This is an optimization exercise on Yosys and OpenROAD, whose aim is small area, not a production implementation. RTL that was checked went through simulation tests only; none was proved equivalent to the original. Power figures rest on the tool's default switching activity, not on a simulated workload.

// stop_watch
module stop_watch
(
input   rst,clk,
input   key0,		 
input   key1,		 
input   [3:0] enc,	 
output  buzz,
output  [7:0] seg_d,seg_com
);
Size in the first run: ~390 cells after synthesis, roughly 74 flip-flops, about 0.0039 mm2 of cells after synthesis.
==> module key_ctl, before the edit <==
module key_ctl
(
input   rst,clk,
input   tick,		 
input   upd,		 
input   key0,		 
input   key1,		 
output  reg buzz,
output  reg en_d,clr_d	 
);
reg cnt_en, cnt_clr;
reg k0p0,k0p1;
reg [4:0] k0cnt;
reg k1p0,k1p1;
reg [4:0] k1cnt;
reg [5:0] bzcnt;	 
wire k0hit = k0cnt[4] & k0cnt[1] & k0cnt[0];	 
wire k1hit = k1cnt[4] & k1cnt[1] & k1cnt[0];
wire k0sat = k0cnt[4] & k0cnt[2];				 
wire k1sat = k1cnt[4] & k1cnt[2];
always@(negedge rst, posedge clk)
if (rst == 0)
    begin
        k0p0 <= 0;
        k0p1 <= 0;
        k0cnt <= 20;
        cnt_en <= 0;
    end
else if (tick)
    begin
        k0p0 <= ~key0;
        k0p1 <= k0p0;
        if (k0p0 != k0p1)
            k0cnt <= 0;
        else if (!k0sat)
            k0cnt <= {k0cnt[4] | (&k0cnt[3:0]),
                      k0cnt[3] ^ (&k0cnt[2:0]),
                      k0cnt[2] ^ (&k0cnt[1:0]),
                      k0cnt[1] ^ k0cnt[0],
                      ~k0cnt[0]};
        if (k0hit & k0p0)
            cnt_en <= ~cnt_en;
    end
always@(negedge rst, posedge clk)
if (rst == 0)
    begin
        k1p0 <= 0;
        k1p1 <= 0;
        k1cnt <= 20;
        cnt_clr <= 0;
    end
else if (tick)
    begin
        k1p0 <= ~key1;
        k1p1 <= k1p0;
        if (k1p0 != k1p1)
            k1cnt <= 0;
        else if (!k1sat)
            k1cnt <= {k1cnt[4] | (&k1cnt[3:0]),
                      k1cnt[3] ^ (&k1cnt[2:0]),
                      k1cnt[2] ^ (&k1cnt[1:0]),
                      k1cnt[1] ^ k1cnt[0],
                      ~k1cnt[0]};
        if (k1hit)
            cnt_clr <= k1p0;
    end
always@(negedge rst, posedge clk)
if (rst == 0)
    begin
        buzz <= 0;
        bzcnt <= 32;
    end
else if (tick)
    begin
        if ((k1hit & k1p0) | (k0hit & k0p0))
            bzcnt <= 0;
        else if (!bzcnt[5])
            bzcnt <= {&bzcnt[4:0],
                      bzcnt[4] ^ (&bzcnt[3:0]),
                      bzcnt[3] ^ (&bzcnt[2:0]),
                      bzcnt[2] ^ (&bzcnt[1:0]),
                      bzcnt[1] ^ bzcnt[0],
                      ~bzcnt[0]};
        buzz <= ~bzcnt[5];
    end
always@(negedge rst, posedge clk)
if (rst == 0)
    begin
        en_d <= 0;
        clr_d <= 0;
    end
else if (upd)
    begin
        en_d <= cnt_en;
        clr_d <= cnt_clr;
    end
endmodule
==> module seg_ctl, before the edit <==
module seg_ctl
(
input   rst,clk,
input   upd,
input   ph12,
input   [31:0] bcd8d,
output  [7:0] seg_d,seg_com
);
reg  [12:0] lf;
reg  [2:0]  dsel;
reg  run;		 
wire alive = run | ph12;
always@(negedge rst, posedge clk)
if (rst == 0)
    run <= 0;
else if (upd)
    run <= 1;
wire z12 = (lf[11:0] == 0);
wire fb  = lf[12] ^ lf[4] ^ lf[1] ^ lf[0] ^ z12;
wire wrap = z12 & ~lf[12] & run;
always@(negedge rst, posedge clk)
if (rst == 0)
    lf <= 13'h0800;
else
    lf <= {lf[11:0], fb};
wire [2:0] csel = {dsel[2] ^ (wrap & dsel[1] & dsel[0]),
                   dsel[1] ^ (wrap & dsel[0]),
                   dsel[0] ^ wrap};
always@(negedge rst, posedge clk)
if (rst == 0)
    dsel <= 0;
else
    dsel <= csel;
reg [3:0] sdh;
always @*
    case (dsel)
    3'd0    : sdh = bcd8d[03:00];
    3'd1    : sdh = bcd8d[07:04];
    3'd2    : sdh = bcd8d[11:08];
    3'd3    : sdh = bcd8d[15:12];
    3'd4    : sdh = bcd8d[19:16];
    3'd5    : sdh = bcd8d[23:20];
    3'd6    : sdh = bcd8d[27:24];
    default : sdh = bcd8d[31:28];
    endcase
wire dot = ~dsel[0] & (dsel[1] | dsel[2]);
wire [3:0] d = sdh;
wire [6:0] segd;
assign segd[0] = d[3] | d[1] | ~(d[2] ^ d[0]);
assign segd[1] = ~d[2] | ~(d[1] ^ d[0]);
assign segd[2] = d[2] | ~d[1] | d[0];
assign segd[3] = d[3] | (~d[2] & ~d[0]) | (~d[2] & d[1]) | (d[1] & ~d[0]) | (d[2] & ~d[1] & d[0]);
assign segd[4] = ~d[0] & (~d[2] | d[1]);
assign segd[5] = d[3] | d[2] | (~d[1] & ~d[0]);
assign segd[6] = d[3] | (d[2] ^ d[1]) | (d[1] & ~d[0]);
assign seg_d   = alive ? {dot, segd} : 8'h00;
assign seg_com = alive ? (8'h01 << csel) : 8'h00;
endmodule
==> module stop_watch, before the edit <==
module stop_watch
(
input   rst,clk,
input   key0,		 
input   key1,		 
input   [3:0] enc,	 
output  buzz,
output  [7:0] seg_d,seg_com
);
reg [3:0] ph;
always@(negedge rst, posedge clk)
if (rst == 0)
    ph <= 0;
else
    ph <= {(ph[3] & ~ph[0]) | (ph[2] & ph[1] & ph[0]),
           ph[2] ^ (ph[1] & ph[0]),
           ph[1] ^ (ph[0] & ~ph[3]),
           ~ph[0]};		 
wire tick = ph[2] & ph[1] & ~ph[0];		 
wire upd  = ~ph[2] & ph[1] & ~ph[0];	 
wire ph12 = ~ph[3] & ~ph[2] & (ph[1] ^ ph[0]);	 
wire en_d, clr_d;
key_ctl ukey_ctl
	(
	.rst	(rst	),
	.clk	(clk	),
	.tick	(tick	),
	.upd	(upd	),
	.key0	(key0	),
	.key1	(key1	),
	.buzz	(buzz	),
	.en_d	(en_d	),
	.clr_d	(clr_d	)
	);
wire [31:0] bcd8d;
counters ucounters
	(
	.rst	(rst	),
	.clk	(clk	),
	.upd	(upd	),
	.cnt_en	(en_d	),
	.cnt_clr(clr_d	),
	.bcd8d	(bcd8d	)
	);
seg_ctl useg_ctl
	(
	.rst	(rst	),
	.clk	(clk	),
	.upd	(upd	),
	.ph12	(ph12	),
	.bcd8d	(bcd8d	),
	.seg_d	(seg_d	),
	.seg_com(seg_com)
	);
endmodule
==> flow/config.mk <==
export PLATFORM = sky130hd
export DESIGN_NAME = stop_watch
export DESIGN_NICKNAME = stop_watch
export VERILOG_FILES = /design/flow/design.v
export SDC_FILE = /design/flow/constraint.sdc
export NUM_CORES = 4
export LEC_CHECK = 0
export CAP_MARGIN = 20
export CORE_MARGIN = 2
export CORE_UTILIZATION = 40
export SLEW_MARGIN = 20
==> flow/constraint.sdc <==
create_clock -name core_clock -period 10.0 [get_ports {clk}]
set_input_delay 2.0000 -clock core_clock [delete_from_list [all_inputs] [get_ports {clk}]]
set_output_delay 2.0000 -clock core_clock [all_outputs]
set_load 0.01 [all_outputs]
run.sh (not shown) runs the stock make flow with config.mk's settings and CLKGATE_MAP_FILE= SYNTH_SCRIPT=/design/flow/synth_recipe.tcl, a recipe that flattens the netlist after the stock synthesis.
Next try:
--- a/flow/design.v
+++ b/flow/design.v
@@ -31,15 +31,11 @@
         k0p0 <= ~key0;
         k0p1 <= k0p0;
         if (k0p0 != k0p1)
             k0cnt <= 0;
         else if (!k0sat)
-            k0cnt <= {k0cnt[4] | (&k0cnt[3:0]),
-                      k0cnt[3] ^ (&k0cnt[2:0]),
-                      k0cnt[2] ^ (&k0cnt[1:0]),
-                      k0cnt[1] ^ k0cnt[0],
-                      ~k0cnt[0]};
+            k0cnt <= k0cnt + 1;
         if (k0hit & k0p0)
             cnt_en <= ~cnt_en;
     end
 always@(negedge rst, posedge clk)
 if (rst == 0)
@@ -54,15 +50,11 @@
         k1p0 <= ~key1;
         k1p1 <= k1p0;
         if (k1p0 != k1p1)
             k1cnt <= 0;
         else if (!k1sat)
-            k1cnt <= {k1cnt[4] | (&k1cnt[3:0]),
-                      k1cnt[3] ^ (&k1cnt[2:0]),
-                      k1cnt[2] ^ (&k1cnt[1:0]),
-                      k1cnt[1] ^ k1cnt[0],
-                      ~k1cnt[0]};
+            k1cnt <= k1cnt + 1;
         if (k1hit)
             cnt_clr <= k1p0;
     end
 always@(negedge rst, posedge clk)
 if (rst == 0)
@@ -73,16 +65,11 @@
 else if (tick)
     begin
         if ((k1hit & k1p0) | (k0hit & k0p0))
             bzcnt <= 0;
         else if (!bzcnt[5])
-            bzcnt <= {&bzcnt[4:0],
-                      bzcnt[4] ^ (&bzcnt[3:0]),
-                      bzcnt[3] ^ (&bzcnt[2:0]),
-                      bzcnt[2] ^ (&bzcnt[1:0]),
-                      bzcnt[1] ^ bzcnt[0],
-                      ~bzcnt[0]};
+            bzcnt <= bzcnt + 1;
         buzz <= ~bzcnt[5];
     end
 always@(negedge rst, posedge clk)
 if (rst == 0)
     begin
@@ -177,13 +164,11 @@
 always@(negedge rst, posedge clk)
 if (rst == 0)
     lf <= 13'h0800;
 else
     lf <= {lf[11:0], fb};
-wire [2:0] csel = {dsel[2] ^ (wrap & dsel[1] & dsel[0]),
-                   dsel[1] ^ (wrap & dsel[0]),
-                   dsel[0] ^ wrap};
+wire [2:0] csel = dsel + wrap;
 always@(negedge rst, posedge clk)
 if (rst == 0)
     dsel <= 0;
 else
     dsel <= csel;
@@ -223,15 +208,14 @@
 );
 reg [3:0] ph;
 always@(negedge rst, posedge clk)
 if (rst == 0)
     ph <= 0;
+else if (ph[3] & ph[0])
+    ph <= 0;
 else
-    ph <= {(ph[3] & ~ph[0]) | (ph[2] & ph[1] & ph[0]),
-           ph[2] ^ (ph[1] & ph[0]),
-           ph[1] ^ (ph[0] & ~ph[3]),
-           ~ph[0]};		 
+    ph <= ph + 1;
 wire tick = ph[2] & ph[1] & ~ph[0];		 
 wire upd  = ~ph[2] & ph[1] & ~ph[0];	 
 wire ph12 = ~ph[3] & ~ph[2] & (ph[1] ^ ph[0]);	 
 wire en_d, clr_d;
 key_ctl ukey_ctl
After rerunning:
- The new run completed without violations
- wire length falls by 1.6%
- cell area fell by 5.7%
- cell count shrinks by 5.5%
- power goes down by 8.4%
- setup slack improved by 5.6 ps
- synthesized cell count came out lower by 2.6%
- synthesized area fell by 4.3%
- clock-buffer cell count came out lower by 1
No functional check of the RTL was part of the first run of this note.

[port drivers added, routing unchanged]
No port has a modelled driver above. Below, the same layouts with a new extraction and two added sets of constraints.
Step 1 sets driving cells, clkbuf_16 on the clock port and buf_2 on the other inputs (assumed; they add their load-dependent delay and slew).
Step 2 also shifts input and output timing later by t, the mid clock arrival at the registers, as if the neighbouring blocks saw the same clock.
Three values: ideal, step 1, step 2; two values: the first two.
| run | t (ns) | setup slack, ns | clock arrival spread, ns | worst register clock-pin slew, ns |
|---|---|---|---|---|
| the first run | 0.385 | 4.645 / 4.610 / 4.995 | 0.020 / 0.020 | 0.09 / 0.09 |
| the second run | 0.389 | 4.650 / 4.620 / 5.009 | 0.013 / 0.013 | 0.10 / 0.10 |
After both steps every run listed still meets setup and hold.
